This design comes from an exercise in tuning for small area and a short achievable clock period on the open sky130 flow, not from production work. Where RTL was checked, it was by simulation tests only, not by an equivalence proof against the original. No functional check of the RTL was part of runs 1, 2 and 6. No run shown here takes its clock network from TritonCTS; it comes from the design's own scripts or RTL. The clock input has no modelled driver; a real chip could not lean on it and would need a root buffer or a full tree. Power figures rest on the tool's default switching activity, not on a simulated workload.

[flow/config.mk]
export PLATFORM = sky130hd
export DESIGN_NAME = stopwatch_01
export DESIGN_NICKNAME = stopwatch_01
export VERILOG_FILES = /design/flow/design.v
export SDC_FILE = /design/flow/constraint.sdc
export NUM_CORES = 4
export LEC_CHECK = 0
export ABC_AREA = 1
export CAP_MARGIN = 20
export CORE_MARGIN = 2
export CORE_UTILIZATION = 50
export SETUP_SLACK_MARGIN = 3.0
export SLEW_MARGIN = 20
export SYNTH_HIERARCHICAL = 1
export BUFFER_PORTS_ARGS = -buffer_cell sky130_fd_sc_hd__buf_1
export PRE_CTS_TCL = /design/flow/flow/cts_pre.tcl
[flow/constraint.sdc]
create_clock -name core_clock -period 5.0 [get_ports {clk}]
set_input_delay 1.0000 -clock core_clock [delete_from_list [all_inputs] [get_ports {clk}]]
set_output_delay 1.0000 -clock core_clock [all_outputs]
set_load 0.01 [all_outputs]
[flow/design.v]
module stopwatch_01(clk,rst,key_reset,key_start_pasue,key_display_stop,hex0,hex1,hex2,hex3,hex4,hex5,hex6,hex7,led0,led1,led2,led3);
	input		clk,rst,key_reset,key_start_pasue,key_display_stop;
	output [6:0]	hex0,hex1,hex2,hex3,hex4,hex5,hex6,hex7;
	output	led0,led1,led2,led3;
	assign	led3 = 1'b0;
	reg	[1:0]	pre;
	wire	tick = pre[1];
	reg	[5:0]	hold_s, hold_d, hold_r;
	reg	start, freeze, cleared;
	reg	[3:0]	t0, t1, t2, t4, t6, t7;
	reg	[2:0]	t3, t5;
	reg	[3:0]	s0, s1, s2, s4, s6, s7;
	reg	[2:0]	s3, s5;
	wire	at50_s = hold_s[5] & hold_s[4] & hold_s[1];
	wire	at50_d = hold_d[5] & hold_d[4] & hold_d[1];
	wire	at50_r = hold_r[5] & hold_r[4] & hold_r[1];
	wire	push_s = tick & ~key_start_pasue;
	wire	push_d = tick & ~key_display_stop;
	wire	push_r = tick & ~key_reset;
	wire	fire_s = push_s & at50_s;
	wire	fire_d = push_d & at50_d;
	wire	fire_r = push_r & at50_r;
	wire	start_n  = start ^ fire_s;
	wire	freeze_n = freeze ^ fire_d;
	wire	clr = rst | fire_r;
	function [3:0] step10;
		input [3:0] d;
		step10 = {(~d[0]), (~d[1] & ~d[0]) | (d[3] & d[2] & d[0]), (~d[2] & d[0]) | (d[3] & ~d[1]) | (d[3] & d[2]), ~((d[2] & ~d[0]) | (~d[3]))};
	endfunction
	function [2:0] step6;
		input [2:0] d;
		step6 = {(d[0]), (~d[2] & ~d[1]) | (d[2] & d[0]), (~d[1])};
	endfunction
	function [3:0] step16;
		input [3:0] d;
		step16 = {(d[3] & ~d[2] & ~d[0]) | (~d[3] & d[0]) | (~d[2] & d[1]), (~d[3] & d[2] & d[1]) | (d[3] & ~d[2]) | (d[3] & ~d[1]), (d[1] & d[0]) | (~d[3] & d[2] & d[1]) | (d[2] & d[0]) | (~d[3] & ~d[2] & ~d[1] & ~d[0]), (~d[3] & d[1]) | (d[2] & d[1] & d[0]) | (~d[3] & d[2] & ~d[0]) | (d[3] & ~d[2] & ~d[1])};
	endfunction
	wire	n0 = (~t0[3] & t0[2]);
	wire	n1 = (~t1[3] & t1[2]);
	wire	n2 = (~t2[3] & t2[2]);
	wire	n3 = (t3[1] & ~t3[0]);
	wire	n4 = (~t4[3] & t4[2]);
	wire	n5 = (t5[1] & ~t5[0]);
	wire	n6 = (~t6[3] & t6[2]);
	wire	p1 = n0;
	wire	p2 = p1 & n1;
	wire	p3 = p2 & n2;
	wire	p4 = p3 & n3;
	wire	p5 = p4 & n4;
	wire	p6 = p5 & n5;
	wire	p7 = p6 & n6;
	wire	run = tick & start_n;
	wire	c0 = run;
	wire	c1 = run & p1;
	wire	c2 = run & p2;
	wire	c3 = run & p3;
	wire	c4 = run & p4;
	wire	c5 = run & p5;
	wire	c6 = run & p6;
	wire	c7 = run & p7;
	wire	[3:0]	t0_r = c0 ? step10(t0) : t0;
	wire	[3:0]	t1_r = c1 ? step10(t1) : t1;
	wire	[3:0]	t2_r = c2 ? step10(t2) : t2;
	wire	[2:0]	t3_r = c3 ? step6(t3) : t3;
	wire	[3:0]	t4_r = c4 ? step10(t4) : t4;
	wire	[2:0]	t5_r = c5 ? step6(t5) : t5;
	wire	[3:0]	t6_r = c6 ? step10(t6) : t6;
	wire	[3:0]	t7_r = c7 ? step16(t7) : t7;
	wire	[29:0]	t_r = {t7_r, t6_r, t5_r, t4_r, t3_r, t2_r, t1_r, t0_r};
	wire	[29:0]	s_k;
	hold_mux	#(30)	u_hold({s7, s6, s5, s4, s3, s2, s1, s0}, t_r, freeze_n, s_k);
	wire	[29:0]	s_n = s_k & {30{~clr}};
	wire	[29:0]	t_n = t_r & {30{~clr}};
	always @(posedge clk) begin
		pre[0] <= ~rst & ~pre[0] & ~pre[1];
		pre[1] <= ~rst & pre[0];
		hold_s <= rst ? 6'd0 : push_s ? (at50_s ? 6'd0 : hold_s + 6'd1) : hold_s;
		hold_d <= rst ? 6'd0 : push_d ? (at50_d ? 6'd0 : hold_d + 6'd1) : hold_d;
		hold_r <= rst ? 6'd0 : push_r ? (at50_r ? 6'd0 : hold_r + 6'd1) : hold_r;
		start   <= ~rst & start_n;
		freeze  <= ~rst & freeze_n;
		cleared <= ~rst & (cleared | fire_r);
		{t7, t6, t5, t4, t3, t2, t1, t0} <= t_n;
		{s7, s6, s5, s4, s3, s2, s1, s0} <= s_n;
	end
	assign	led0 = start;
	assign	led1 = cleared;
	assign	led2 = freeze;
	dec10	u0(s0, hex0);
	dec10	u1(s1, hex1);
	dec10	u2(s2, hex2);
	dec6	u3(s3, hex3);
	dec10	u4(s4, hex4);
	dec6	u5(s5, hex5);
	dec10	u6(s6, hex6);
	dec16	u7(s7, hex7);
endmodule
module hold_mux(a, b, sel, y);
	parameter	W = 1;
	input	[W-1:0]	a, b;
	input		sel;
	output	[W-1:0]	y;
	assign	y = sel ? a : b;
endmodule
module dec10(d, seg);
	input	[3:0]	d;
	output	[6:0]	seg;
	assign	seg[0] = ~((~d[2] & ~d[0]) | (d[1]));
	assign	seg[1] = (~d[3] & ~d[2] & d[1]);
	assign	seg[2] = (d[2] & d[1] & ~d[0]);
	assign	seg[3] = (d[3] & ~d[1]);
	assign	seg[4] = ~((d[3] & d[2] & d[1]) | (~d[3] & ~d[0]));
	assign	seg[5] = (d[3] & ~d[0]);
	assign	seg[6] = (~d[1] & ~d[0]);
endmodule
module dec6(d, seg);
	input	[2:0]	d;
	output	[6:0]	seg;
	assign	seg[0] = (d[1] & d[0]);
	assign	seg[1] = (d[1] & ~d[0]);
	assign	seg[2] = (d[2] & ~d[1]);
	assign	seg[3] = (d[1] & d[0]);
	assign	seg[4] = ~((~d[1] & ~d[0]));
	assign	seg[5] = (~d[2] & d[0]) | (d[2] & ~d[1]);
	assign	seg[6] = ~((~d[1] & d[0]) | (d[2]));
endmodule
module dec16(d, seg);
	input	[3:0]	d;
	output	[6:0]	seg;
	assign	seg[0] = (d[1]);
	assign	seg[1] = (d[1] & d[0]) | (d[2] & ~d[0]);
	assign	seg[2] = ~((d[2] & ~d[1]) | (~d[2] & ~d[0]) | (~d[3] & ~d[1]));
	assign	seg[3] = (~d[3] & ~d[2] & d[0]) | (d[1]);
	assign	seg[4] = (~d[3] & d[0]) | (d[1]) | (d[3] & d[2]);
	assign	seg[5] = ~((~d[1] & ~d[0]) | (d[3] & ~d[2] & ~d[0]) | (d[3] & d[2] & ~d[1]));
	assign	seg[6] = (d[1] & d[0]) | (~d[3] & ~d[2]) | (d[2] & d[1]);
endmodule
[flow/flow/run.sh]
#!/bin/bash
# The standard ORFS layout with two changes:
#  - port buffers are buf_1 cells (BUFFER_PORTS_ARGS),
#  - the clock is buffered by flow/cts_pre.tcl (four clkbuf_16 from the clock
#    port) in place of TritonCTS.
# The make output of the whole flow goes to flow_make.log here; ORFS keeps each
# step's own log under orfs/logs.
set -euo pipefail
here=$(pwd)
cat >> config.mk <<MK
export BUFFER_PORTS_ARGS = -buffer_cell sky130_fd_sc_hd__buf_1
export PRE_CTS_TCL = $here/flow/cts_pre.tcl
MK
bash standard.sh > flow_make.log 2>&1
[flow/flow/clkbuf.tcl]
# Clock buffering used in place of TritonCTS: the clock port drives a few
# clock buffers, each driving the flip-flops of one region of the die; the
# regions split the sinks into equal groups, first by x and then by y.
proc clk_split {keyed parts axis} {
  if {$parts <= 1} { return [list $keyed] }
  set keyed [lsort -integer -index $axis $keyed]
  set half [expr {[llength $keyed] / 2}]
  set sub [expr {$parts / 2}]
  set other [expr {1 - $axis}]
  return [concat [clk_split [lrange $keyed 0 [expr {$half - 1}]] $sub $other] \
                 [clk_split [lrange $keyed $half end] $sub $other]]
}

proc insert_clock_buffers {nbuf master_name} {
  set block [ord::get_db_block]
  set db [ord::get_db]
  set clknet [$block findNet clk]
  set master [$db findMaster $master_name]
  set keyed {}
  foreach it [$clknet getITerms] {
    set loc [[$it getInst] getLocation]
    lappend keyed [list [lindex $loc 0] [lindex $loc 1] $it]
  }
  set b 0
  foreach slice [clk_split $keyed $nbuf 0] {
    if {[llength $slice] == 0} continue
    set sx 0; set sy 0
    foreach k $slice { set sx [expr {$sx + [lindex $k 0]}]; set sy [expr {$sy + [lindex $k 1]}] }
    set cx [expr {int($sx / [llength $slice])}]
    set cy [expr {int($sy / [llength $slice])}]
    set inst [odb::dbInst_create $block $master "clkroot_buf_$b"]
    set net [odb::dbNet_create $block "clkroot_net_$b"]
    $net setSigType CLOCK
    foreach k $slice {
      set it [lindex $k 2]
      $it disconnect
      $it connect $net
    }
    [$inst findITerm A] connect $clknet
    [$inst findITerm X] connect $net
    $inst setLocation $cx $cy
    $inst setPlacementStatus PLACED
    incr b
  }
}
[flow/flow/cts_pre.tcl]
# Runs at the start of ORFS's CTS step (PRE_CTS_TCL). Instead of TritonCTS's
# two-level tree, the clock port drives four clkbuf_16 cells, each driving the
# flip-flops of one quarter of the die (sinks split by x), so every register's
# clock arrives through one buffer with no deliberate skew.
source [file join [file dirname [info script]] clkbuf.tcl]
insert_clock_buffers 4 sky130_fd_sc_hd__clkbuf_16
rename clock_tree_synthesis tritoncts_unused
proc clock_tree_synthesis {args} {
  set_propagated_clock [all_clocks]
}
[flow/standard.sh]
#!/bin/bash
# synth_recipe.tcl (not shown) runs the flow's synth.tcl, then flattens the netlist and writes it again
# the make line also repeats each setting of config.mk as NAME=value (left out here)
make -C /OpenROAD-flow-scripts/flow DESIGN_CONFIG=/design/flow/config.mk WORK_HOME=/design/flow/orfs CLKGATE_MAP_FILE= SYNTH_SCRIPT=/design/flow/synth_recipe.tcl "${@:-finish}"
==> run summary, run 1 <==
The run finished with no timing, DRC or antenna violations. The area occupied by multi-input gates came out at 2455 µm². The initial antenna violation count came out at 0. Data on the critical path arrives at its endpoint at 2.30 ns.

The largest fanout on the critical path is 5. The routed layout has 4,315 vias. The number of cells produced by synthesis is 699.

The launching point of the worst reg2reg path is t0[2]. Of the available clock period, the critical path in the final layout requires 45.13%. The overall die height came out at 96.84 µm. The clock period minus final worst setup slack was 2.256 ns; the full die area was 9377 µm². For the area of the core region, the log shows 8299 µm².

Setup total negative slack on the finished layout was measured at 0 ns. The half-perimeter wire length after detailed placement is 6065 µm. The netlist uses 35 different library cells. The tools report the register cell area after layout as 1670 µm². The tightest min-delay check is of the flip-flop to flip-flop type. The worst setup path is of the input port to flip-flop kind. Clock transition time at the flip-flop clock pins of the worst setup and hold paths: 0.08 ns.

The all-layer global routing usage came out at 20.40%. The worst hold path terminates at pre[0]. The number of cells on the worst reg-to-reg path is 11. The tools report the first-pass GRT wire length as 16,990 µm. The chip width is 96.84 µm, and the max-cap check violation count is 0. The number of antenna diodes in the final layout is 0. Across all register-to-register paths, the minimum setup slack is 3.00 ns. In this run the remaining antenna-violating nets after routing total 0. Final number of hold-violating endpoints: 0. The worst setup path is launched from an input port. In this run the most used layer during global routing was met2. Relative to the synthesized area, the layout overhead comes to 26.13%. Cells with a size suffix above 1 make up 16.73% of the layout. The wire length per cell is 10.92 µm.

The tools report the startpoint of the most critical hold path as pre[0]. Number of top-level design ports: 65. The first routing iteration left 134 violations. The number of synthesized register bits is 83, and the met2 track utilization from global routing is 39.53%. For this run the aggregate overflow at the end of global routing stands at 0. For the remaining design rule violation count, the log shows 0. Once the floorplan was initialized, standard cells occupied 51.92% of the core.

The run gives 7 as the count of warnings emitted by yosys. The total wire length was 9696 µm. The tools report the number of iterations in the first detailed-routing pass as 6. Global routing consumed, on the met3 layer, 0.8671% of the routing resources.

In this run the cell area measured after placement is 4679 µm². Entering global routing, the biggest net connects 31 pins. The critical path starts at key_start_pasue.

Setup repair after global routing could not meet its margin everywhere. The hold path depth came out at 1. In this run the tool buffered the top-level ports with 63 buffer cells.

For met1 alone, demand over resource in global routing was 25.52%. The highest attainable clock frequency came out at 443.2 MHz. The number of pins with negative max-slew slack in the final report is 0.

The floorplan has 33 rows. Summing every instance area after synthesis gives 4309 µm². On the final layout, the worst hold slack is 0.4127 ns.

The number of nets produced by synthesis is 707, and the share of the yosys chip area belonging to registers is 38.56%. For the via count of the first global-routing pass, the log shows 4,009. Across the routed clock network, the largest skew measured is 0.009279 ns. For the data required time of the critical path, the log shows 5.05 ns.

The vias per cell was 4.859; the final design instance area without fill was 5435 µm². Setup violations remaining at the end of the flow were counted as 0. The total of fill cells in the finished design is 777. Buffers inserted to repair hold after CTS numbered 0. For this design the static power due to leakage is 2.440 nW. The power density over the cells came out at 187.6 nW/µm².

The worst setup path is captured at a flip-flop. For this run, the post-layout net count is 793. The worst register-to-register path ends at s5[0]. The clock reaches the later pin of the worst-skew pair after 0.15 ns. At the end of routability-driven placement, the weighted congestion stood at 0.7781. Each instance of the synthesized netlist takes up on average 6.165 µm². VDD sags by at most 201.7 µV.
## worst max-delay path: stages
cell and delay (ns):
sky130_fd_sc_hd__buf_12 0.11, sky130_fd_sc_hd__inv_16 0.05, sky130_fd_sc_hd__nand2_8 0.06, sky130_fd_sc_hd__o21ai_4 0.18, sky130_fd_sc_hd__nand3_4 0.13, sky130_fd_sc_hd__buf_4 0.19, sky130_fd_sc_hd__nor2_4 0.14, sky130_fd_sc_hd__inv_2 0.09
sky130_fd_sc_hd__nand2_2 0.08, sky130_fd_sc_hd__nand2_1 0.07, sky130_fd_sc_hd__nand2_1 0.08, sky130_fd_sc_hd__nand2_1 0.05, sky130_fd_sc_hd__inv_1 0.04, sky130_fd_sc_hd__nor2_1 0.03
## logic make-up (layout without fill, tap and decap cells)
| logic type | count (synthesis) | after routing | share of synthesized area, % |
|---|---|---|---|
| XOR/XNOR | 3 | 3 | 0.6099 |
| AO/OA/AOI/OAI | 71 | 71 | 8.972 |
| buffers and inverters | 129 | 211 | 12.28 |
| adder cells (fa/ha/maj) | 3 | 3 | 0.8712 |
| other | 1 | 1 | 0.08702 |
| AND/OR/NAND/NOR | 409 | 411 | 38.62 |
| flip-flops | 83 | 83 | 38.56 |
## routing by layer
metal  wire (µm)  vias up
met5           0        -
met4         140        0
met3         255        8
met2        4819       66
met1        4481     1946
li1            -     2295
## cell usage after synthesis
| cell | number | share of area (%) |
|---|---|---|
| sky130_fd_sc_hd__a21o_1 | 1 | 0.17 |
| sky130_fd_sc_hd__a21oi_1 | 36 | 4.2 |
| sky130_fd_sc_hd__a22oi_1 | 1 | 0.17 |
| sky130_fd_sc_hd__a31o_2 | 2 | 0.41 |
| sky130_fd_sc_hd__a31oi_1 | 2 | 0.29 |
| sky130_fd_sc_hd__buf_2 | 12 | 1.4 |
| sky130_fd_sc_hd__buf_4 | 6 | 1.0 |
| sky130_fd_sc_hd__buf_6 | 1 | 0.26 |
| sky130_fd_sc_hd__conb_1 | 1 | 0.087 |
| sky130_fd_sc_hd__dfxtp_1 | 83 | 39 |
| sky130_fd_sc_hd__ha_1 | 3 | 0.87 |
| sky130_fd_sc_hd__inv_1 | 108 | 9.4 |
| sky130_fd_sc_hd__inv_2 | 2 | 0.17 |
| sky130_fd_sc_hd__nand2_1 | 244 | 21 |
| sky130_fd_sc_hd__nand2_2 | 1 | 0.15 |
| sky130_fd_sc_hd__nand2_4 | 1 | 0.26 |
| sky130_fd_sc_hd__nand3_1 | 18 | 2.1 |
| sky130_fd_sc_hd__nand3_4 | 1 | 0.41 |
| sky130_fd_sc_hd__nand3b_1 | 6 | 1.0 |
| sky130_fd_sc_hd__nand4_1 | 4 | 0.58 |
| sky130_fd_sc_hd__nor2_1 | 112 | 9.8 |
| sky130_fd_sc_hd__nor2_2 | 3 | 0.44 |
| sky130_fd_sc_hd__nor3_1 | 9 | 1.0 |
| sky130_fd_sc_hd__nor3_2 | 1 | 0.23 |
| sky130_fd_sc_hd__nor3b_1 | 2 | 0.35 |
| sky130_fd_sc_hd__nor4_1 | 2 | 0.29 |
| sky130_fd_sc_hd__o211ai_1 | 2 | 0.35 |
| sky130_fd_sc_hd__o21ai_0 | 19 | 2.2 |
| sky130_fd_sc_hd__o21ai_1 | 3 | 0.35 |
| sky130_fd_sc_hd__o21ai_2 | 1 | 0.20 |
| sky130_fd_sc_hd__o21bai_1 | 2 | 0.35 |
| sky130_fd_sc_hd__o22ai_1 | 2 | 0.29 |
| sky130_fd_sc_hd__or2_1 | 2 | 0.29 |
| sky130_fd_sc_hd__or2_2 | 3 | 0.44 |
| sky130_fd_sc_hd__xor2_1 | 3 | 0.61 |
## how the worst max path moves through the flow
| stage | cells past startpoint | slack [ns] | to |
|---|---|---|---|
| 2_1_floorplan | 12 | 2.91 | s5[0] |
| 3_3_place_gp | 6 | 2.27 | t5[1] |
| 3_5_place_dp | 11 | 2.24 | s0[1] |
| 4_1_cts | 13 | 2.69 | s7[3] |
| 5_1_grt | 14 | 2.62 | s7[3] |
| 6_report | 14 | 2.74 | s2[0] |
## Yosys stat by module (local to each module, per instance), excerpt
module | flops+latches | cells | area (µm²)
stopwatch_01 | 83 | 488 | 3485
dec10 | 0 | 14 | 52.55
dec6 | 0 | 12 | 52.55
dec16 | 0 | 20 | 85.08
## power breakdown
group | internal (W) | leakage [nW] | switching, W
logic | 0.0000128 | 1.72 | 0.0000235
clock network | 0.000146 | 0.0493 | 0.000168
registers | 0.000664 | 0.673 | 0.00000546
## area by class of cell
type,count,area share [%]
Timing Repair Buffer,96,11.51
Buffer,4,1.842
Tap cell,105,2.417
Multi-Input combinational cell,489,45.17
Inverter,110,8.218
Sequential cell,83,30.73
Timing Repair inverter,1,0.1151
## repair_timing
action / in CTS / in global routing
pin swaps: 50 / 25
gates cloned: 4 / 0
endpoints found under the setup margin: 71 / 80
setup buffers: 22 / 8
resized for setup: 71 / 34
## metrics by stage
stage               setup slack (ns)   power, W  util [%]  cells
floorplan                      2.908  0.0007047         -    699
global placement               2.273  0.0007106     56.38    850
detailed placement             2.237  0.0007111     56.38    850
CTS                            2.692   0.001027     63.40    880
global route                   2.620   0.001053     65.49    888
finish                         2.744   0.001020     65.49    888
## registers in the layout, summed over array words and instances, names as in the netlist, 3 cells and up
name and count:
hold_r 6, s2 4, s1 4, t5 3, hold_d 6, hold_s 6
s5 3, t0 4, t1 4, t3 3, s0 4, s7 4
t6 4, t2 4, s6 4, s3 3, s4 4, t4 4
t7 4
## cell usage in the layout (no fill, tap or decap), types with 7 or more instances in the layout
| cell type | synthesis | routed |
|---|---|---|
| sky130_fd_sc_hd__inv_1 | 108 | 101 |
| sky130_fd_sc_hd__buf_1 | 0 | 62 |
| sky130_fd_sc_hd__nand3_1 | 18 | 10 |
| sky130_fd_sc_hd__nand2_2 | 1 | 27 |
| sky130_fd_sc_hd__nand3_2 | 0 | 8 |
| sky130_fd_sc_hd__o21ai_0 | 19 | 13 |
| sky130_fd_sc_hd__dfxtp_2 | 0 | 7 |
| sky130_fd_sc_hd__buf_6 | 1 | 8 |
| sky130_fd_sc_hd__nand2_1 | 244 | 211 |
| sky130_fd_sc_hd__a21oi_1 | 36 | 30 |
| sky130_fd_sc_hd__buf_4 | 6 | 18 |
| sky130_fd_sc_hd__buf_12 | 0 | 7 |
| sky130_fd_sc_hd__dfxtp_1 | 83 | 76 |
| sky130_fd_sc_hd__nor2_1 | 112 | 106 |
| sky130_fd_sc_hd__nand2_4 | 1 | 7 |
| sky130_fd_sc_hd__nor3_1 | 9 | 9 |
==> inputs of run 2 (changes only) <==
--- a/flow/design.v
+++ b/flow/design.v
@@ -51,12 +51,14 @@
 	wire	p7 = p6 & n6;
 	wire	run = tick & start_n;
-	wire	c0 = run;
-	wire	c1 = run & p1;
-	wire	c2 = run & p2;
-	wire	c3 = run & p3;
-	wire	c4 = run & p4;
-	wire	c5 = run & p5;
-	wire	c6 = run & p6;
-	wire	c7 = run & p7;
+	wire	[7:0]	c;
+	carry_gate	u_carry(run, {p7, p6, p5, p4, p3, p2, p1, 1'b1}, c);
+	wire	c0 = c[0];
+	wire	c1 = c[1];
+	wire	c2 = c[2];
+	wire	c3 = c[3];
+	wire	c4 = c[4];
+	wire	c5 = c[5];
+	wire	c6 = c[6];
+	wire	c7 = c[7];
 	wire	[3:0]	t0_r = c0 ? step10(t0) : t0;
 	wire	[3:0]	t1_r = c1 ? step10(t1) : t1;
@@ -67,9 +69,8 @@
 	wire	[3:0]	t6_r = c6 ? step10(t6) : t6;
 	wire	[3:0]	t7_r = c7 ? step16(t7) : t7;
-	wire	[29:0]	t_r = {t7_r, t6_r, t5_r, t4_r, t3_r, t2_r, t1_r, t0_r};
-	wire	[29:0]	s_k;
-	hold_mux	#(30)	u_hold({s7, s6, s5, s4, s3, s2, s1, s0}, t_r, freeze_n, s_k);
-	wire	[29:0]	s_n = s_k & {30{~clr}};
-	wire	[29:0]	t_n = t_r & {30{~clr}};
+	wire	[29:0]	t_n = {t7_r, t6_r, t5_r, t4_r, t3_r, t2_r, t1_r, t0_r} & {30{~clr}};
+	wire	load = clr | ~freeze_n;
+	wire	[29:0]	s_n;
+	hold_mux	#(30)	u_hold(t_n, {s7, s6, s5, s4, s3, s2, s1, s0}, load, s_n);
 	always @(posedge clk) begin
 		pre[0] <= ~rst & ~pre[0] & ~pre[1];
@@ -95,4 +96,10 @@
 	dec10	u6(s6, hex6);
 	dec16	u7(s7, hex7);
+endmodule
+module carry_gate(run, p, c);
+	input		run;
+	input	[7:0]	p;
+	output	[7:0]	c;
+	assign	c = p & {8{run}};
 endmodule
 module hold_mux(a, b, sel, y);
==> run summary, run 2 <==
The flow ran to the end and the layout has no timing, DRC or antenna violations. The logs give 208.0 µV for the worst voltage drop across the vdd grid and 42.43% for the share of the yosys chip area belonging to registers. In this run the core area contains 32 standard-cell rows. The wire length per cell came out at 10.52 µm.

The number of synthesized register bits was 83. The tools report the worst setup slack after layout as 2.666 ns. The number of iterations in the first detailed-routing pass is 4. Commonest non-fill, non-tap cell in the layout: sky130_fd_sc_hd__nand2_1. In the post-synthesis netlist, the biggest area contributors are sky130_fd_sc_hd__dfxtp_1, sky130_fd_sc_hd__nand2_1, sky130_fd_sc_hd__nor2_1. For this run, the total global-route usage over all layers was measured as 17.79%.

The met2 track utilization from global routing is 33.82%. By count the netlist is led by sky130_fd_sc_hd__nand2_1, sky130_fd_sc_hd__nor2_1, sky130_fd_sc_hd__dfxtp_1. The total global routing overflow is 0, and the part of the total power dissipated in the clock network is 30.5%. Leaving out fill and tap cells, the most frequent cells in the layout are sky130_fd_sc_hd__nand2_1, sky130_fd_sc_hd__nor2_1, sky130_fd_sc_hd__dfxtp_1.

On the final layout, the worst hold slack is 0.4361 ns. Initial antenna violation count: 0. The routability congestion estimate from global placement is 0.8160, and the remaining design rule violation count is 0.

After technology mapping, the gate count stands at 595. The run gives 679 as the total number of nets in the final design. STA classifies the critical path endpoint as a flip-flop. The number of pins with negative max-slew slack in the final report was 0. Quantity of I/O buffers inserted on ports: 63. For the global-route track usage on met3, the log shows 0.8137%.

From bottom edge to top edge, the die measures 92.50 µm. The die is 92.50 µm wide. After clock tree synthesis, the clock-pin slew on the worst setup and hold paths is 0.08 ns. Fraction of the cycle the final worst path needs: 46.69%. The die covers 8556 µm². The run gives 0 as the number of nets with antenna violations after routing.

The detailed router finished its first iteration with 140 violations. The switching power summed over all nets was 0.0001844 W; the count of warnings emitted by yosys was 7. The leakage power is 2.161 nW. The routing usage on met1 is 22.95%.

The most common flop cell mapped by yosys is sky130_fd_sc_hd__dfxtp_1. Relative to the synthesized area, the layout overhead comes to 22.08%. The average instance area after synthesis is 6.582 µm², and the final antenna diode count is 0. The run gives 0 as the max-cap check violation count. The number of vias after detailed routing is 3,677.

Synthesis produced a netlist with a net count of 603. The path type of the worst min-delay path was flip-flop to flip-flop. The half-perimeter wire length after detailed placement came out at 5312 µm. For the pin with the worst max-slew slack, the measured transition is 0.5230 ns. Along the worst path, the maximum fanout reaches 6.

Setup violations remaining at the end of the flow were counted as 0. The largest registers in the layout are hold_d: 6 flops, hold_r: 6 flops, hold_s: 6 flops. The power density over the cells was 210.0 nW/µm². The tools report the startpoint type of the worst setup path as an input port. The final number of hold-violating endpoints came out at 0. The clock arrives with 0.005895 ns of skew. In this run, flip-flops and latches consume 66.6% of the power.

The via count of the first global-routing pass is 3,145. Data arrives at the worst endpoint at 2.38 ns. Setup repair after global routing could not meet its margin everywhere.

The total wire length came out at 8111 µm. The data required time of the critical path is 5.05 ns, and the clock period minus final worst setup slack is 2.334 ns. Of the total power, the share spent switching nets is 18.36%. The number of distinct library cells after synthesis was 35. The worst pin sits at a relative slew slack of 65.13%. The tools report the insertion delay to the later sink of the worst-skew pair as 0.15 ns.

The number of enable flip-flop cells after synthesis was 0; the ratio of cells with drive above 1 in the final layout was 15.25%. The layer flagged by global routing as most heavily used is met2. The path type of the worst setup path was input port to flip-flop. After synthesis the cells add up to 3916 µm². The run gives 13,220 µm as the first-pass GRT wire length.

The largest net degree at the start of global routing was 31; the share of flip-flops with an asynchronous set or reset was 0%. The area of the core region was 7647 µm². The vias per cell is 4.769, and the worst slack at placement is 1.897 ns. The dominant cell by count in the synthesized netlist is sky130_fd_sc_hd__nand2_1.

For the total of fill cells in the finished design, the log shows 759. Static timing analysis puts the maximum clock frequency at 428.4 MHz. For this configuration, the core starts out at a cell density of 51.21%. The internal power of the cells totals 0.0008196 W.

The number of top-level design ports came out at 65. In this run the biggest area consumer among cell types represents 42.43% of the synthesized area. For the final routed database, the setup TNS stands at 0 ns. The library cell with the largest summed area after synthesis is sky130_fd_sc_hd__dfxtp_1. The tools report the share of power burned in combinational logic as 2.9%.
run 2: worst paths after layout:
| kind | to | slack [ns] | start | cells after the start |
|---|---|---|---|---|
| max | s7[1] | 2.67 | key_start_pasue | 16 |
| min | pre[1] | 0.44 | pre[0] | 2 |
| max reg2reg | s7[1] | 3.00 | pre[1] | 14 |
| min reg2reg | pre[1] | 0.44 | pre[0] | 2 |
run 2: critical path: stages:
cell and delay (ns):
sky130_fd_sc_hd__buf_12 0.11, sky130_fd_sc_hd__inv_16 0.05, sky130_fd_sc_hd__nand2_8 0.04, sky130_fd_sc_hd__nor2_4 0.13, sky130_fd_sc_hd__xnor2_2 0.10, sky130_fd_sc_hd__nor2_4 0.19
sky130_fd_sc_hd__buf_6 0.14, sky130_fd_sc_hd__buf_6 0.09, sky130_fd_sc_hd__nand2_4 0.05, sky130_fd_sc_hd__inv_6 0.09, sky130_fd_sc_hd__buf_6 0.10, sky130_fd_sc_hd__nand2_2 0.03
sky130_fd_sc_hd__nor2_1 0.08, sky130_fd_sc_hd__nor2_1 0.06, sky130_fd_sc_hd__nand2_1 0.06, sky130_fd_sc_hd__nand2_1 0.04
run 2: cell families (layout without fill, tap and decap cells):
kind of cell / Yosys count / count (layout) / share of synthesized area (%)
and+or+nand+nor: 345 / 345 / 36.13
buffers and inverters: 93 / 167 / 10.19
DFF: 83 / 83 / 42.43
AOI/OAI and AO/OA: 63 / 63 / 8.722
xor gates and xnor gates: 5 / 5 / 1.118
adders and majority gates: 3 / 3 / 0.9586
other: 2 / 2 / 0.1918
muxes: 1 / 1 / 0.2556
run 2: layout make-up:
type / count / area (µm²) / area share, %
plain buffers: 4 / 100.1 / 2.094
inverters: 76 / 342.8 / 7.171
flip-flops and latches: 83 / 1669 / 34.91
repair buffers: 86 / 489.2 / 10.23
well taps: 102 / 127.6 / 2.669
multi-input cells: 419 / 2044 / 42.76
repair inverters: 1 / 7.507 / 0.1570
run 2: repair_timing:
item,4_1_cts,5_1_grt
endpoints found under the hold margin,0,0
resized for setup,44,38
setup buffers,11,10
hold buffers,0,0
cloned,2,0
endpoints found under the setup margin,60,68
pin swaps,37,29
run 2: layer usage:
metal / part of all wire, % / vias to the layer above
met5: 0 / -
met4: 1.1 / 0
met3: 2.7 / 6
met2: 49 / 49
met1: 47 / 1640
li1: - / 1982
run 2: modules after synthesis (local to each module, per instance), a selection:
module	flops+latches	cells inside
dec16	0	20
carry_gate	0	17
dec6	0	12
stopwatch_01	83	367
dec10	0	14
run 2: power groups by stage:
stage	sequential [W]	clock [W]	combinational, W
6_report	0.000669	0.000307	0.0000287
2_1_floorplan	0.000682	0	0.0000239
4_1_cts	0.000669	0.000320	0.0000279
5_1_grt	0.000669	0.000339	0.0000323
3_5_place_dp	0.000684	0	0.0000253
3_3_place_gp	0.000684	0	0.0000248
run 2: metrics by stage:
stage               utilization, %  cells  area, µm²  total power (W)
CTS                          60.01    761       4589         0.001017
finish                       62.52    771       4781         0.001004
global route                 62.52    771       4781         0.001041
floorplan                        -    595       4003        0.0007058
global placement             55.48    744       4243        0.0007090
detailed placement           55.48    744       4243        0.0007096
==> inputs of run 3 (changes only) <==
--- a/flow/design.v
+++ b/flow/design.v
@@ -21,6 +21,7 @@
 	wire	fire_d = push_d & at50_d;
 	wire	fire_r = push_r & at50_r;
-	wire	start_n  = start ^ fire_s;
-	wire	freeze_n = freeze ^ fire_d;
+	wire	start_n, freeze_n;
+	key_mux	u_ks(key_start_pasue, start, start ^ (tick & at50_s), start_n);
+	key_mux	u_kd(key_display_stop, freeze, freeze ^ (tick & at50_d), freeze_n);
 	wire	clr = rst | fire_r;
 	function [3:0] step10;
@@ -50,5 +51,6 @@
 	wire	p6 = p5 & n5;
 	wire	p7 = p6 & n6;
-	wire	run = tick & start_n;
+	wire	run;
+	key_mux	u_run(key_start_pasue, tick & start, tick & (start ^ at50_s), run);
 	wire	[7:0]	c;
 	carry_gate	u_carry(run, {p7, p6, p5, p4, p3, p2, p1, 1'b1}, c);
@@ -96,4 +98,9 @@
 	dec10	u6(s6, hex6);
 	dec16	u7(s7, hex7);
+endmodule
+module key_mux(k, released, pressed, y);
+	input	k, released, pressed;
+	output	y;
+	assign	y = k ? released : pressed;
 endmodule
 module carry_gate(run, p, c);
==> run summary, run 3 <==
The worst-case register-to-register setup slack came out at 3.09 ns. The tools report the destination of the worst register-to-register timing path as s2[0]. Synthesis handed over a netlist of 613 instances. Using the TritonRoute via totals, the vias-per-cell ratio works out to 4.664. Setup repair after global routing could not meet its margin everywhere. For the worst setup slack after layout, the log shows 3.006 ns. Of the available clock period, the critical path in the final layout requires 39.88%. The tools report the startpoint of the most critical setup path as key_start_pasue. For this run, the post-layout net count is 681.

The worst voltage drop across the vdd grid came out at 252.4 µV. The number of enable flip-flop cells after synthesis came out at 0. At the placement stage, the worst setup path has a slack of 2.380 ns. On the worst path, the slowest cell contributes a delay of 0.23 ns.

The die covers 8667 µm². In the synthesized netlist the dominant register cell turns out to be sky130_fd_sc_hd__dfxtp_1. The repair_antennas step left the layout with diodes totalling 0. After synthesis, the share of flip-flops with an asynchronous set or reset is 0%. Entering global routing, the biggest net connects 31 pins. The number of distinct library cells after synthesis was 36.

The critical path goes through buf_12 > clkinv_8 > nand2_8 > nand2_8 > nand2_4 > inv_4 > buf_4 > buf_4 > a21oi_1 > nor3_1 > nand2_1 > nand2_1. Internal power comes to 0.0008189 W. The number of buffers and inverters on the critical path is 5. Fill cells in the final layout number 771. Of the total power, the clock network draws 30.9%. The critical path crosses 12 cells after its start point. The analysis attributes to cell leakage a power of 2.136 nW. The path type of the worst min-delay path is flip-flop to flip-flop. The commonest non-fill, non-tap cell in the layout was sky130_fd_sc_hd__nand2_1. In this run the biggest area consumer among cell types represents 41.87% of the synthesized area. Dividing the detail-routed wire length by the instance count gives 9.899 µm. The run gives 51.36% as the starting density of the core. The routability congestion estimate from global placement was 0.8071; the highest attainable clock frequency was 501.5 MHz. In this run, flip-flops and latches consume 66.3% of the power. Net switching is 18.70% of the power. The startpoint identified for the worst hold timing path is pre[0]. After detailed routing, the number of remaining DRC violations is 0. For the initial antenna violation count, the log shows 0. In the final timing run, aggregate negative setup slack is 0 ns. The count of cells along the worst register-to-register path came out at 13. The clock period minus final worst setup slack works out to 1.994 ns.

The overall die height is 93.10 µm. Port buffering added 63 buffers. The ratio of cells with drive above 1 in the final layout was 9.389%. Summing all placed instances gives a cell area of 4254 µm². In the post-synthesis netlist, the biggest area contributors are sky130_fd_sc_hd__dfxtp_1, sky130_fd_sc_hd__nand2_1, sky130_fd_sc_hd__nor2_1. The share of power burned in combinational logic was 2.8%; the summed instance area of the synthesized netlist was 3969 µm². The number of pins with negative max-slew slack in the final report is 0, and the first-pass GRT wire length is 12,940 µm. Average instance area after synthesis: 6.474 µm². Summed over all layers, the routed wires come to 7652 µm. The count of warnings emitted by yosys is 7.

The number of nets in the synthesized netlist is 621. At the worst endpoint, the required time is 5.10 ns. The final number of hold-violating endpoints was 0. STA classifies the critical path startpoint as an input port.

The area growth from synthesis to layout is 15.70%. The worst setup path is of the input port to flip-flop kind. Sequential cells were found to cover 41.87% of the synthesized design area. In the layout the commonest cells are sky130_fd_sc_hd__nand2_1, sky130_fd_sc_hd__nor2_1, sky130_fd_sc_hd__dfxtp_1. The via count of the first global-routing pass was 3,157. For this run, the total global-route usage over all layers was measured as 17.08%. The largest registers in the layout are hold_d: 6 flops, hold_r: 6 flops, hold_s: 6 flops. The die is 93.10 µm wide. Critical path's slowest cell: sky130_fd_sc_hd__nor3_1. The tools report the starting DRC count in detailed routing as 94. The tools report the endpoint of the worst setup timing path as s2[0].

For this design the ratio of total power to cell area is 219.4 nW/µm². Clock-pin slew was measured on the worst setup and hold paths at 0.08 ns. The analysis attributes to net switching a power of 0.0001884 W. The run gives 3,605 as the number of vias after detailed routing.

Summed over all nets, the half-perimeter wirelength after detailed placement is 5214 µm. Dominant cell by count in the synthesized netlist: sky130_fd_sc_hd__nand2_1. The final core area utilization is 59.42%.

Across the run, the number of max-cap violations was 0. Of all nets on the critical path, the largest fanout is 8. The core region is 7727 µm². For the number of top-level design ports, the log shows 65. In this run, post-CTS hold repair placed 0 buffers.

Counting flops and latches in the post-synthesis netlist gives 83. The tools report the total global routing overflow as 0. Launching point of the worst reg2reg path: hold_s[4]. Clock skew on the completed layout was measured at 0.003359 ns. The run finished with no timing, DRC or antenna violations. The run gives 0 as the final-report setup violation count. The number of iterations in the first detailed-routing pass was 4. The count of nets left with antenna violations once routing finished came out at 0. The family with the most delay on the worst path was simple AND/OR/NAND/NOR gates. The later pin in the worst-skew pair is clocked with a latency of 0.15 ns. In the final layout, flip-flops and latches occupy 1670 µm². In the final layout, the multi-input gates occupy 2011 µm². Worst path arrival time: 2.09 ns. Counting instances in the post-synthesis netlist gives the leading cell types as sky130_fd_sc_hd__nand2_1, sky130_fd_sc_hd__nor2_1, sky130_fd_sc_hd__dfxtp_1. STA classifies the critical path endpoint as a flip-flop. The library cell with the largest summed area after synthesis was sky130_fd_sc_hd__dfxtp_1.

In this run the core area contains 32 standard-cell rows. The finished cells cover 4592 µm².
run 3: cell types whose count changed after synthesis, moves of 2 or more:
cell / previous run / this run
sky130_fd_sc_hd__o21ai_2: 0 / 2
sky130_fd_sc_hd__o21ai_1: 4 / 2
sky130_fd_sc_hd__nor2_1: 98 / 101
sky130_fd_sc_hd__or2_2: 0 / 3
sky130_fd_sc_hd__nand3_1: 21 / 19
sky130_fd_sc_hd__nor3_1: 9 / 12
sky130_fd_sc_hd__nand2_1: 197 / 208
sky130_fd_sc_hd__inv_2: 4 / 1
sky130_fd_sc_hd__nor2_2: 3 / 0
sky130_fd_sc_hd__o21ai_0: 26 / 30
sky130_fd_sc_hd__inv_1: 71 / 82
sky130_fd_sc_hd__or2_1: 5 / 2
run 3: cell type report:
| class | count | area share (%) |
|---|---|---|
| multi-input cells | 429 | 43.79 |
| flip-flops and latches | 83 | 36.38 |
| inverters | 84 | 7.629 |
| repair buffers | 71 | 7.248 |
| well taps | 102 | 2.779 |
| plain buffers | 4 | 2.180 |
run 3: power groups by stage:
| stage | combinational [W] | clock (W) | sequential (W) |
|---|---|---|---|
| after global routing | 0.0000321 | 0.000341 | 0.000669 |
| after global placement | 0.0000247 | 0 | 0.000684 |
| after floorplan | 0.0000235 | 0 | 0.000682 |
| final | 0.0000282 | 0.000311 | 0.000668 |
| after detailed placement | 0.0000249 | 0 | 0.000684 |
| after CTS | 0.0000260 | 0.000323 | 0.000668 |
run 3: worst reg2reg max path, stage by stage, from the launching register on:
cell and delay (ns):
sky130_fd_sc_hd__dfxtp_1 0.36, sky130_fd_sc_hd__nand3_1 0.14, sky130_fd_sc_hd__xor2_1 0.19, sky130_fd_sc_hd__nor2_2 0.20, sky130_fd_sc_hd__nand2_8 0.08, sky130_fd_sc_hd__nand2_8 0.12
sky130_fd_sc_hd__nand2_4 0.06, sky130_fd_sc_hd__inv_4 0.06, sky130_fd_sc_hd__buf_4 0.11, sky130_fd_sc_hd__buf_4 0.10, sky130_fd_sc_hd__a21oi_1 0.06, sky130_fd_sc_hd__nor3_1 0.23
sky130_fd_sc_hd__nand2_1 0.09, sky130_fd_sc_hd__nand2_1 0.06
run 3: Yosys stat by module (local to each module, per instance), excerpt:
module,cells,cell area [µm²],flops+latches,times used
dec10,14,52.55,0,5
dec16,20,85.08,0,1
stopwatch_01,373,3034,83,1
carry_gate,17,65.06,0,1
key_mux,4,15.01,0,3
dec6,12,52.55,0,2
run 3: kinds of logic (layout without fill, tap and decap cells):
kind of cell    after synthesis  count (layout)  synth area share, %
other cells                   2               2               0.1892
flops                        83              83                41.87
simple gates                354             354                36.03
buf+inv                     101             159                10.81
fa+ha+maj                     3               3               0.9459
compound gates               64              64                8.796
xor+xnor                      5               5                1.103
mux                           1               1               0.2522
run 3: metal layers:
metal / vias up / GRT usage, % / share of wire, %
met1: 1542 / 22.48 / 49
met5: - / 0 / 0
li1: 1984 / - / -
met3: 3 / 1.289 / 4.5
met4: 0 / 1.593 / 0.73
met2: 76 / 31.76 / 46
run 3: worst min-delay path by stage:
stage / endpoint / slack [ns] / cells past startpoint
final: pre[1] / 0.42 / 2
after global routing: pre[1] / 0.43 / 2
after CTS: pre[0] / 0.42 / 1
after detailed placement: pre[0] / 0.41 / 1
after global placement: pre[0] / 0.40 / 1
after floorplan: pre[0] / 0.39 / 1
run 3: through the flow:
stage	power, W	hold slack (ns)	cells
after floorplan	0.0007051	0.3912	613
after global placement	0.0007083	0.3999	762
after detailed placement	0.0007086	0.4062	762
after CTS	0.001017	0.4205	769
after global routing	0.001042	0.4288	773
final	0.001007	0.4178	773
run 3: repair_timing:
item                       4_1_cts  5_1_grt
buffers inserted                 3        4
setup endpoints to repair       60       43
resized for setup               19       41
pin swaps                        4       25
==> inputs of run 4 (changes only) <==
--- a/flow/config.mk
+++ b/flow/config.mk
@@ -10,5 +10,5 @@
 export CORE_MARGIN = 2
 export CORE_UTILIZATION = 50
-export SETUP_SLACK_MARGIN = 3.0
+export SETUP_SLACK_MARGIN = 3.2
 export SLEW_MARGIN = 20
 export SYNTH_HIERARCHICAL = 1
==> run summary, run 4 <==
The insertion delay to the later sink of the worst-skew pair came out at 0.15 ns. The run gives 2.13 ns as the worst path arrival time. The worst path needs 2.027 ns of the cycle, external delays included. The starting density of the core came out at 51.36%.

After routing, the total negative slack on setup checks comes to 0 ns. Total of fill cells in the finished design: 627. Traced cell by cell, the critical path runs through buf_12 > clkinv_8 > nand2_8 > nand2_8 > nand2_4 > inv_4 > inv_2 > or2_4 > o21ai_1 > o21ai_1 > nor2_1 > nand2_1 > nand2_1. The tools report the total global routing overflow as 0.

Grouping stages by cell kind, the critical path spends the most delay in simple AND/OR/NAND/NOR gates. Of all cell types, the one taking the most synthesized area is sky130_fd_sc_hd__dfxtp_1. The largest registers in the layout are hold_d: 6 flops, hold_r: 6 flops, hold_s: 6 flops. The final critical path takes up 40.53% of the cycle. The initial antenna violation count is 0, and the area growth from synthesis to layout is 39.75%. Number of iterations in the first detailed-routing pass: 4. The share of flip-flops with an asynchronous set or reset works out to 0%. Power spread over the standard cell area amounts to 184.1 nW/µm².

The number of different library cells used by synthesis comes to 36. The final number of hold-violating endpoints was 0; the wire length per cell was 11.98 µm. The first-pass GRT wire length was 15,750 µm; the combined buffer and inverter count along the critical path was 4. Using the TritonRoute via totals, the vias-per-cell ratio works out to 4.905.

The count of warnings emitted by yosys is 7, and the number of buffers inserted for hold repair after clock tree synthesis is 0. In the synthesized netlist the dominant register cell turns out to be sky130_fd_sc_hd__dfxtp_1. After clock tree synthesis, the clock-pin slew on the worst setup and hold paths is 0.08 ns. The overall die height came out at 93.10 µm. The tools report the worst-case register-to-register setup slack as 3.06 ns. For the number of vias after detailed routing, the log shows 3,958. For this run, the top clock speed supported by timing is 493.4 MHz.

Setup repair after global routing could not meet its margin everywhere. The die covers 8667 µm². Of all nets on the critical path, the largest fanout is 5. The tools report the final-report setup violation count as 0. Entering global routing, the biggest net connects 29 pins.

The average instance in the mapped netlist occupies 6.474 µm². The number of cells produced by synthesis came out at 613. The ratio of cells with drive above 1 in the final layout was 39.43%; the via count of the first global-routing pass was 3,620. When the netlist entered floorplanning its net count stood at 621.

The run gives 2.749 nW as the leakage power. Including well taps, the total number of placed cells is 761. The most common cell in the synthesized netlist is sky130_fd_sc_hd__nand2_1. After floorplanning, the core was divided into 32 placement rows. Across the run, the number of max-cap violations was 0. After the flow finishes, the layout carries non-filler instances totaling 807.

In the final design database the tool counted 715 nets. The commonest cells after synthesis are sky130_fd_sc_hd__nand2_1, sky130_fd_sc_hd__nor2_1, sky130_fd_sc_hd__dfxtp_1. Input and output buffers added on the ports amount to 63.

The routed design has 9666 µm of wire. The number of pins with negative max-slew slack in the final report is 0. The library cells used most frequently in the layout, excluding fill and tap cells, are sky130_fd_sc_hd__nand2_1, sky130_fd_sc_hd__nor2_1, sky130_fd_sc_hd__dfxtp_1. For this run, the slowest stage of the critical path takes 0.22 ns. Synthesis inferred 83 register bits. The summed instance area of the synthesized netlist was 3969 µm²; the chip width was 93.10 µm. By startpoint and endpoint, the worst setup path is classified as input port to flip-flop.

The flow ran to the end and the layout has no timing, DRC or antenna violations. Summing the sequential cell areas from Yosys gives 41.87% of the chip area. After synthesis, the cell types taking the most area are sky130_fd_sc_hd__dfxtp_1, sky130_fd_sc_hd__nand2_1, sky130_fd_sc_hd__nor2_1.

The worst setup path is launched from an input port. The run gives 5.10 ns as the data required time of the critical path. The number of top-level design ports was 65; the final antenna diode count was 0.

Path type of the worst min-delay path: flip-flop to flip-flop. The number of nets with antenna violations after routing is 0. Half-perimeter wire length after detailed placement: 5524 µm. The worst setup path is captured at a flip-flop. In this run, the number of DRC markers left after iteration 0 of detailed routing was 175. After detailed routing, the number of remaining DRC violations is 0. The tools report the worst voltage drop across the vdd grid as 233.4 µV.

The floorplan step defined a core boundary enclosing 7727 µm². The largest individual stage delay along the critical path comes from the cell sky130_fd_sc_hd__or2_4. For the final database, setup skew stands at 0.007086 ns.

Across every metal layer, demand over resource in global routing totals 21.51%. The routability congestion estimate from global placement is 0.7790, and the share of the synthesized area in the top cell type is 41.87%. The number of enable flip-flop cells after synthesis works out to 0. Leaving out fill and tap cells, the most frequent cell in the layout is sky130_fd_sc_hd__nand2_1.
run 4: cell counts after synthesis:
No cell type changed its count.
run 4: modules after synthesis (local to each module, per instance), a selection:
module	cells inside	area [µm²]	times used	flip-flops and latches
stopwatch_01	373	3034	1	83
carry_gate	17	65.06	1	0
key_mux	4	15.01	3	0
dec16	20	85.08	1	0
dec6	12	52.55	2	0
dec10	14	52.55	5	0
run 4: per-stage QoR:
step	hold slack (ns)	setup WS, ns	power, W	utilization, %	area, µm²
2_1_floorplan	0.3912	2.963	0.0007067	-	4130
5_1_grt	0.4384	2.897	0.001054	71.78	5547
6_report	0.4160	2.973	0.001021	71.78	5547
4_1_cts	0.4206	3.023	0.001024	65.11	5031
3_3_place_gp	0.4030	2.230	0.0007098	56.06	4332
3_5_place_dp	0.4054	2.210	0.0007102	56.06	4332
run 4: report_power, final:
| part | total [W] | internal [W] | switching (W) |
|---|---|---|---|
| Combinational | 0.0000465 | 0.0000198 | 0.0000266 |
| Sequential | 0.000660 | 0.000655 | 0.00000471 |
| Clock | 0.000315 | 0.000146 | 0.000169 |
| Total | 0.00102 | 0.000821 | 0.000200 |
run 4: kinds of logic after synthesis:
family                     synth area share, %
DFF                                      41.87
muxes                                   0.2522
buffers and inverters                    10.81
and+or+nand+nor                          36.03
AOI/OAI and AO/OA                        8.796
adders and majority gates               0.9459
other                                   0.1892
xor gates and xnor gates                 1.103
run 4: worst paths after layout:
| path | end | cells after the start | startpoint |
|---|---|---|---|
| setup / recovery | s0[2] | 13 | key_start_pasue |
| hold / removal | pre[0] | 1 | pre[0] |
| setup reg to reg | s0[2] | 13 | pre[1] |
| hold reg to reg | pre[0] | 1 | pre[0] |
run 4: repair_timing:
item	CTS	global route
setup buffers	20	14
setup endpoints to repair	119	117
pin swaps	46	51
gates resized for setup	149	145
endpoints found under the hold margin	0	0
cloned	8	0
run 4: layout make-up:
class | instances | area (µm²) | share of cell area, %
Timing Repair inverter | 4 | 46.29 | 0.8346
Timing Repair Buffer | 97 | 675.6 | 12.18
Buffer | 4 | 100.1 | 1.805
Tap cell | 102 | 127.6 | 2.301
Sequential cell | 83 | 1737 | 31.31
Inverter | 84 | 402.9 | 7.264
Multi-Input combinational cell | 433 | 2457 | 44.30
run 4: layer usage:
layer,vias to the layer above,part of all wire [%],GRT usage [%]
met5,-,0,0
met4,0,1.5,3.186
met3,11,3.3,0.9670
met2,74,50,41.18
met1,1806,45,27.20
li1,2067,-,-
==> inputs of run 5 (changes only) <==
--- a/flow/flow/cts_pre.tcl
+++ b/flow/flow/cts_pre.tcl
@@ -1,5 +1,5 @@
 # Runs at the start of ORFS's CTS step (PRE_CTS_TCL). Instead of TritonCTS's
 # two-level tree, the clock port drives four clkbuf_16 cells, each driving the
-# flip-flops of one quarter of the die (sinks split by x), so every register's
+# flip-flops of one quarter of the die (sinks split by x, then y), so every register's
 # clock arrives through one buffer with no deliberate skew.
 source [file join [file dirname [info script]] clkbuf.tcl]
--- a/flow/config.mk
+++ b/flow/config.mk
@@ -10,5 +10,5 @@
 export CORE_MARGIN = 2
 export CORE_UTILIZATION = 50
-export SETUP_SLACK_MARGIN = 3.2
+export SETUP_SLACK_MARGIN = 3.0
 export SLEW_MARGIN = 20
 export SYNTH_HIERARCHICAL = 1
==> run summary, run 5 <==
For the final antenna diode count, the log shows 0. After clock tree synthesis, the clock-pin slew on the worst setup and hold paths is 0.08 ns. Cells with a size suffix above 1 make up 9.389% of the layout.

The tools report the starting density of the core as 51.36%. The count of cells in the finished layout, fillers not included, comes to 773. Setup violations remaining at the end of the flow were counted as 0. The average instance area after synthesis came out at 6.474 µm². The critical path goes through buf_12 > clkinv_8 > nand2_8 > nand2_8 > nand2_4 > inv_4 > buf_4 > buf_4 > a21oi_1 > nor3_1 > nand2_1 > nand2_1. On the final layout, the worst hold slack is 0.4178 ns. The number of iterations in the first detailed-routing pass came out at 4. Critical path's slowest cell: sky130_fd_sc_hd__nor3_1. The logs give 0 for the number of pins with negative max-slew slack in the final report and 252.4 µV for the worst voltage drop across the vdd grid.

The worst path in the final design needs a cycle of 1.994 ns, including I/O delays and setup. The run gives 0.15 ns as the insertion delay to the later sink of the worst-skew pair. Sorting the synthesized cells by how often they occur yields sky130_fd_sc_hd__nand2_1, sky130_fd_sc_hd__nor2_1, sky130_fd_sc_hd__dfxtp_1. The via count of the first global-routing pass is 3,157, and the overall die height is 93.10 µm.

The die covers 8667 µm². In the routed layout, each cell is associated on average with a via count of 4.664. Wire length per cell: 9.899 µm.

In the post-synthesis netlist, the biggest area contributors are sky130_fd_sc_hd__dfxtp_1, sky130_fd_sc_hd__nand2_1, sky130_fd_sc_hd__nor2_1. The cell internal power dissipation was 0.0008189 W. In the post-synthesis netlist, the cell with the most instances is sky130_fd_sc_hd__nand2_1.

Routability-driven placement finished with a final weighted congestion of 0.8071. The tools report the launching point of the worst reg2reg path as hold_s[4]. Row generation in the floorplan step produced 32 rows. Registers are responsible for 66.3% of the overall power. In this run, post-CTS hold repair placed 0 buffers. Leaving out fill and tap cells, the most frequent cells in the layout are sky130_fd_sc_hd__nand2_1, sky130_fd_sc_hd__nor2_1, sky130_fd_sc_hd__dfxtp_1.

The area growth from synthesis to layout works out to 15.70%. Power density over the cells: 219.4 nW/µm². Per report_power, the clock group accounts for 30.9% of the total. The synthesized netlist occupies a cell area of 3969 µm².

After legalization and detailed placement, the total HPWL measured 5214 µm. In the final design database the tool counted 681 nets. The tools report the largest net degree at the start of global routing as 31. The quantity of I/O buffers inserted on ports works out to 63.

The routed design has 7652 µm of wire. The number of nets handed over by synthesis was 621. In this run, distinct cell masters in the synthesized netlist total 36.

In the final timing run, aggregate negative setup slack is 0 ns. The path class of the tightest hold or removal check is flip-flop to flip-flop. In this run, the number of DRC markers left after iteration 0 of detailed routing was 94. The share of flip-flops with an asynchronous set or reset came out at 0%. The final number of hold-violating endpoints came out at 0. Setup repair after global routing could not meet its margin everywhere. The count of warnings emitted by yosys came out at 7. Initial antenna violation count: 0. 65 I/O pins were placed. The share of power burned in combinational logic was 2.8%; the switching power summed over all nets was 0.0001884 W. The family with the most delay on the worst path is simple AND/OR/NAND/NOR gates.

Of all nets on the critical path, the largest fanout is 8. For the worst setup path, the data arrival time is 2.09 ns. The most common flop cell mapped by yosys is sky130_fd_sc_hd__dfxtp_1.

For this run the aggregate overflow at the end of global routing stands at 0. Across the run, the number of max-cap violations was 0. In this design, the stage delay of the slowest critical-path cell is 0.23 ns. Startpoint of the most critical hold path: pre[0]. STA classifies the critical path endpoint as a flip-flop. Combined buffer and inverter count along the critical path: 5.

The synthesized design contains 83 register bits. The worst setup path is launched from an input port. STA puts the critical path data required time at 5.10 ns. The largest registers in the layout are hold_d: 6 flops, hold_r: 6 flops, hold_s: 6 flops. Highest attainable clock frequency: 501.5 MHz. The chip width was 93.10 µm; the count of placed standard cells including taps was 762. The share of synthesized area in the top cell type comes to 41.87%. The worst setup path is of the input port to flip-flop kind.

The flow ran to the end and the layout has no timing, DRC or antenna violations. After detailed routing, the number of remaining DRC violations is 0. All-layer global routing usage: 17.08%.

The detail route stage leaves a number of antenna-violating nets equal to 0. The tools report the startpoint of the most critical setup path as key_start_pasue. The first-pass GRT wire length is 12,940 µm, and the number of enable flip-flop cells after synthesis is 0. For this design the static power due to leakage is 2.136 nW. The library cell with the largest summed area after synthesis was sky130_fd_sc_hd__dfxtp_1.

The tools report the area of the core region as 7727 µm². The library cell used most frequently in the layout, excluding fill and tap cells, is sky130_fd_sc_hd__nand2_1. In this run switching power makes up 18.70% of total power.

The final critical path takes up 39.88% of the cycle. The detailed router placed 3,605 vias in this run. Synthesis produced 613 cells. The worst setup skew after layout is 0.003359 ns, and the share of the yosys chip area belonging to registers is 41.87%.
## run 5: cell count changes in the layout (fill, tap and decap cells not counted), sizes merged
cell      previous run  this run
buf                 89        71
clkinvlp             1         0
clkinv               2         1
clkbuf              12         4
nor2               104       103
nand2              213       210
inv                 85        83
## run 5: worst reg2reg max path: cells and delay by family, from the launching register on
family | cells | cell delay (ns)
buffers and inverters | 3 | 0.27
AOI/OAI and AO/OA | 1 | 0.06
and+or+nand+nor | 8 | 0.98
xor gates and xnor gates | 1 | 0.19
DFF | 1 | 0.36
## run 5: path summary, 6_finish.rpt
check / depth (start not counted) / slack [ns] / end
setup / recovery: 12 / 3.01 / s2[0]
hold / removal: 2 / 0.42 / pre[1]
setup reg to reg: 13 / 3.09 / s2[0]
hold reg to reg: 2 / 0.42 / pre[1]
## run 5: logic make-up after synthesis
family / count (synthesis) / synth area share, %
simple gates: 354 / 36.03
buf+inv: 101 / 10.81
flops: 83 / 41.87
compound gates: 64 / 8.796
xor+xnor: 5 / 1.103
fa+ha+maj: 3 / 0.9459
other cells: 2 / 0.1892
mux: 1 / 0.2522
## run 5: cell type report
type / instances / area (µm²)
buffer: 4 / 100.1
fill: 771 / 3136
inverter: 84 / 350.3
multi-input combinational: 429 / 2011
sequential: 83 / 1670
tap: 102 / 127.6
timing repair buffer: 71 / 332.8
## run 5: layer usage
metal | GRT usage [%] | vias up | share of wire, %
met4 | 1.593 | 0 | 0.73
met5 | 0 | - | 0
met1 | 22.48 | 1542 | 49
met2 | 31.76 | 76 | 46
met3 | 1.289 | 3 | 4.5
li1 | - | 1984 | -
## run 5: power groups by stage
| stage | Clock [W] | Sequential [W] | Combinational [W] |
|---|---|---|---|
| 3_3_place_gp | 0 | 0.000684 | 0.0000247 |
| 2_1_floorplan | 0 | 0.000682 | 0.0000235 |
| 6_report | 0.000311 | 0.000668 | 0.0000282 |
| 3_5_place_dp | 0 | 0.000684 | 0.0000249 |
| 4_1_cts | 0.000323 | 0.000668 | 0.0000260 |
| 5_1_grt | 0.000341 | 0.000669 | 0.0000321 |
## run 5: metrics by stage
step	setup WS (ns)	cell area, µm²	utilization, %	power (W)
6_report	3.006	4592	59.42	0.001007
4_1_cts	2.996	4432	57.35	0.001017
3_5_place_dp	2.380	4254	55.05	0.0007086
3_3_place_gp	2.426	4254	55.05	0.0007083
2_1_floorplan	2.957	4003	-	0.0007051
5_1_grt	2.927	4592	59.42	0.001042
## run 5: Yosys stat by module (local to each module, per instance), a selection
module        cells  times used
carry_gate       17           1
dec6             12           2
dec16            20           1
key_mux           4           3
dec10            14           5
stopwatch_01    373           1
## run 5: timing repair
action | 4_1_cts | 5_1_grt
endpoints found under the hold margin | 0 | 0
endpoints found under the setup margin | 60 | 43
gates resized for setup | 19 | 41
pin swaps | 4 | 25
buffers inserted | 3 | 4
==> inputs of run 6 (changes only) <==
--- a/flow/design.v
+++ b/flow/design.v
@@ -51,16 +51,23 @@
 	wire	p6 = p5 & n5;
 	wire	p7 = p6 & n6;
-	wire	run;
-	key_mux	u_run(key_start_pasue, tick & start, tick & (start ^ at50_s), run);
-	wire	[7:0]	c;
-	carry_gate	u_carry(run, {p7, p6, p5, p4, p3, p2, p1, 1'b1}, c);
-	wire	c0 = c[0];
-	wire	c1 = c[1];
-	wire	c2 = c[2];
-	wire	c3 = c[3];
-	wire	c4 = c[4];
-	wire	c5 = c[5];
-	wire	c6 = c[6];
-	wire	c7 = c[7];
+	wire	run_released = tick & start;
+	wire	run_pressed = tick & (start ^ at50_s);
+	wire	p0 = 1'b1;
+	wire	c0;
+	key_mux	u_c0(key_start_pasue, run_released & p0, run_pressed & p0, c0);
+	wire	c1;
+	key_mux	u_c1(key_start_pasue, run_released & p1, run_pressed & p1, c1);
+	wire	c2;
+	key_mux	u_c2(key_start_pasue, run_released & p2, run_pressed & p2, c2);
+	wire	c3;
+	key_mux	u_c3(key_start_pasue, run_released & p3, run_pressed & p3, c3);
+	wire	c4;
+	key_mux	u_c4(key_start_pasue, run_released & p4, run_pressed & p4, c4);
+	wire	c5;
+	key_mux	u_c5(key_start_pasue, run_released & p5, run_pressed & p5, c5);
+	wire	c6;
+	key_mux	u_c6(key_start_pasue, run_released & p6, run_pressed & p6, c6);
+	wire	c7;
+	key_mux	u_c7(key_start_pasue, run_released & p7, run_pressed & p7, c7);
 	wire	[3:0]	t0_r = c0 ? step10(t0) : t0;
 	wire	[3:0]	t1_r = c1 ? step10(t1) : t1;
@@ -104,10 +111,4 @@
 	assign	y = k ? released : pressed;
 endmodule
-module carry_gate(run, p, c);
-	input		run;
-	input	[7:0]	p;
-	output	[7:0]	c;
-	assign	c = p & {8{run}};
-endmodule
 module hold_mux(a, b, sel, y);
 	parameter	W = 1;
--- a/flow/flow/cts_pre.tcl
+++ b/flow/flow/cts_pre.tcl
@@ -1,5 +1,5 @@
 # Runs at the start of ORFS's CTS step (PRE_CTS_TCL). Instead of TritonCTS's
 # two-level tree, the clock port drives four clkbuf_16 cells, each driving the
-# flip-flops of one quarter of the die (sinks split by x, then y), so every register's
+# flip-flops of one quarter of the die (sinks split by x), so every register's
 # clock arrives through one buffer with no deliberate skew.
 source [file join [file dirname [info script]] clkbuf.tcl]
==> run summary, run 6 <==
After synthesis, the share of flip-flops with an asynchronous set or reset is 0%. The tools report the initial antenna violation count as 0. The run finished with no timing, DRC or antenna violations. The largest net degree at the start of global routing was 31. STA classifies the critical path startpoint as an input port. The overall power consumption was 0.001006 W; the leakage power was 2.053 nW.

The run gives 5647 µm as the half-perimeter wire length after detailed placement. Setup repair after global routing could not meet its margin everywhere. The full die area came out at 8964 µm².

The wire length per cell works out to 10.01 µm. In this run the worst hold path is classified as flip-flop to flip-flop. The starting density of the core was 50.80%; the final antenna diode count was 0. The worst-case IR drop observed on VDD is 233.3 µV. The number of pins with negative max-slew slack in the final report was 0.

Global routing consumed, over all layers together, 17.17% of the routing resources. Summing all non-filler instances in the final layout gives an area of 4669 µm². The first-pass GRT wire length is 13,210 µm, and the number of distinct library cells after synthesis is 30. After layout, the worst path uses 38.64% of the clock period. The number of synthesized register bits is 83, and the placed standard-cell area is 4382 µm².

Library cell with the largest summed area after synthesis: sky130_fd_sc_hd__dfxtp_1. Summed over all layers, the global routing overflow is 0. The tools report the max-cap check violation count as 0. From synthesis to final layout, the design area changed by 13.57%. Static timing analysis puts the maximum clock frequency at 517.5 MHz. The clock transition time at the flip-flop clock pins of the worst setup and hold paths is 0.08 ns, and the number of top-level design ports is 65.

Summing over every cut layer, the via total after detailed routing is 3,837. The clock period minus final worst setup slack is 1.932 ns. The worst setup skew after layout was 0.004230 ns; the vias per cell was 4.708.

Along the worst path, the maximum fanout reaches 20. Among all flip-flop cells after synthesis, the most frequent one is sky130_fd_sc_hd__dfxtp_1. In this run, synthesis inferred 0 flip-flops with an integrated enable. Leaving out fill and tap cells, the most frequent cells in the layout are sky130_fd_sc_hd__nand2_1, sky130_fd_sc_hd__nor2_1, sky130_fd_sc_hd__inv_1. A synthesized cell averages 6.345 µm².

At the end of the flow, the number of nets in the layout was 720. For the total wire length, the log shows 8162 µm. Via count of the first global-routing pass: 3,135. Measured along the x axis, the die boundary spans 94.68 µm. The later pin in the worst-skew pair is clocked with a latency of 0.15 ns. After technology mapping, the gate count stands at 648. Dividing total power by cell area gives a power density of 215.4 nW/µm².

The number of iterations in the first detailed-routing pass was 4. The share of synthesized area in the top cell type comes to 40.41%. The run gives 5.05 ns as the data required time of the critical path.

The starting DRC count in detailed routing came out at 129. The count of buffers added on input and output ports is 63. After detailed routing, the number of remaining DRC violations is 0.

After floorplanning, the core was divided into 33 placement rows. By count the netlist is led by sky130_fd_sc_hd__nand2_1, sky130_fd_sc_hd__nor2_1, sky130_fd_sc_hd__inv_1. Before CTS, the worst setup slack after placement is 2.310 ns. Once routing completed, OpenROAD measured the worst setup slack at 3.068 ns.

By area the synthesized netlist is led by sky130_fd_sc_hd__dfxtp_1, sky130_fd_sc_hd__nand2_1, sky130_fd_sc_hd__nor2_1. The overall die height is 94.68 µm, and the final sum of negative setup slack is 0 ns. The type of destination of the critical path is a flip-flop.

For this design, the CTS-stage hold fixing added 0 buffers. The number of nets produced by synthesis came out at 656. The run gives 40.41% as the share of the yosys chip area belonging to registers. Yosys printed 7 warnings. The commonest non-fill, non-tap cell in the layout is sky130_fd_sc_hd__nand2_1.

In the final layout, the share of cells above drive strength 1 is 9.859%. The largest registers in the layout are hold_d: 6 flops, hold_r: 6 flops, hold_s: 6 flops. In this run the remaining antenna-violating nets after routing total 0. The final number of hold-violating endpoints is 0.

Setup violations remaining at the end of the flow were counted as 0. The synthesized netlist occupies a cell area of 4111 µm². Path type of the worst setup path: input port to flip-flop.

The routability congestion estimate from global placement was 0.7885; the worst path arrival time was 1.98 ns. By instance count, the leading cell after synthesis is sky130_fd_sc_hd__nand2_1. The total area inside the core boundary comes to 8093 µm².
run 6: path summary, 6_finish.rpt:
path	start	endpoint	slack [ns]	cells after the start
max	key_start_pasue	s2[2]	3.07	11
max reg2reg	t3[1]	s6[2]	3.16	15
min reg2reg	pre[0]	pre[1]	0.42	2
min	pre[0]	pre[1]	0.42	2
run 6: cells by family after synthesis:
family / synth area share, %
adder cells (fa/ha/maj): 0.9131
buffers and inverters: 10.53
flip-flops: 40.41
XOR/XNOR: 0.6392
other: 0.09121
AO/OA/AOI/OAI: 6.878
AND/OR/NAND/NOR: 40.54
run 6: repair_timing:
action	CTS	global route
endpoints found under the hold margin	0	0
setup endpoints to repair	66	46
gates cloned	0	1
pin swaps	0	17
gates resized for setup	10	49
buffers inserted	0	7
run 6: metal layers:
metal | vias to the layer above | routed length, µm | global-route usage, % | share of wire (%)
met3 | 7 | 435 | 1.197 | 5.3
met2 | 89 | 3600 | 30.50 | 44
met1 | 1645 | 3990 | 23.36 | 49
li1 | 2096 | - | - | -
met5 | - | 0 | 0 | 0
met4 | 0 | 136 | 2.536 | 1.7
run 6: final cells by class:
type | instances | area, µm²
buffer | 4 | 100.1
inverter | 86 | 335.3
tap | 105 | 131.4
timing repair inverter | 1 | 6.256
timing repair buffer | 71 | 329.1
sequential | 83 | 1683
multi-input combinational | 465 | 2085
fill | 828 | 3423
run 6: where the power goes:
group / switching [W] / total [W] / internal [W]
combinational: 0.0000204 / 0.0000297 / 0.00000935
sequential: 0.00000422 / 0.000667 / 0.000663
clock: 0.000163 / 0.000309 / 0.000146
run 6: per-stage QoR:
step | instances | util, % | hold WS [ns]
floorplan | 648 | - | 0.3912
global placement | 803 | 54.14 | 0.4000
detailed placement | 803 | 54.14 | 0.4071
CTS | 807 | 55.75 | 0.4256
global route | 815 | 57.70 | 0.4373
finish | 815 | 57.70 | 0.4246
run 6: critical path, stage by stage:
cell                      delay, ns
sky130_fd_sc_hd__buf_12        0.13
sky130_fd_sc_hd__inv_1         0.06
sky130_fd_sc_hd__nand2_1       0.06
sky130_fd_sc_hd__nand2_2       0.10
sky130_fd_sc_hd__inv_1         0.07
sky130_fd_sc_hd__nor2_1        0.16
sky130_fd_sc_hd__nor2_1        0.06
sky130_fd_sc_hd__o21ai_0       0.16
sky130_fd_sc_hd__nor2_1        0.07
sky130_fd_sc_hd__nand2_1       0.07
sky130_fd_sc_hd__nand2_1       0.05
run 6: Yosys stat by module, one instance, submodules excluded, a selection:
module | cells | flip-flops and latches
stopwatch_01 | 397 | 83
dec16 | 20 | 0
key_mux | 4 | 0
dec6 | 12 | 0
dec10 | 14 | 0

Re-timed with assumed drivers on the ports (clkbuf_16 on the clock, buf_2 on other inputs), run 6 has 3.001 ns of setup slack against 3.068 ns with ideal ports, and 2.865 ns once port delays also move by the mid clock arrival of 0.225 ns.
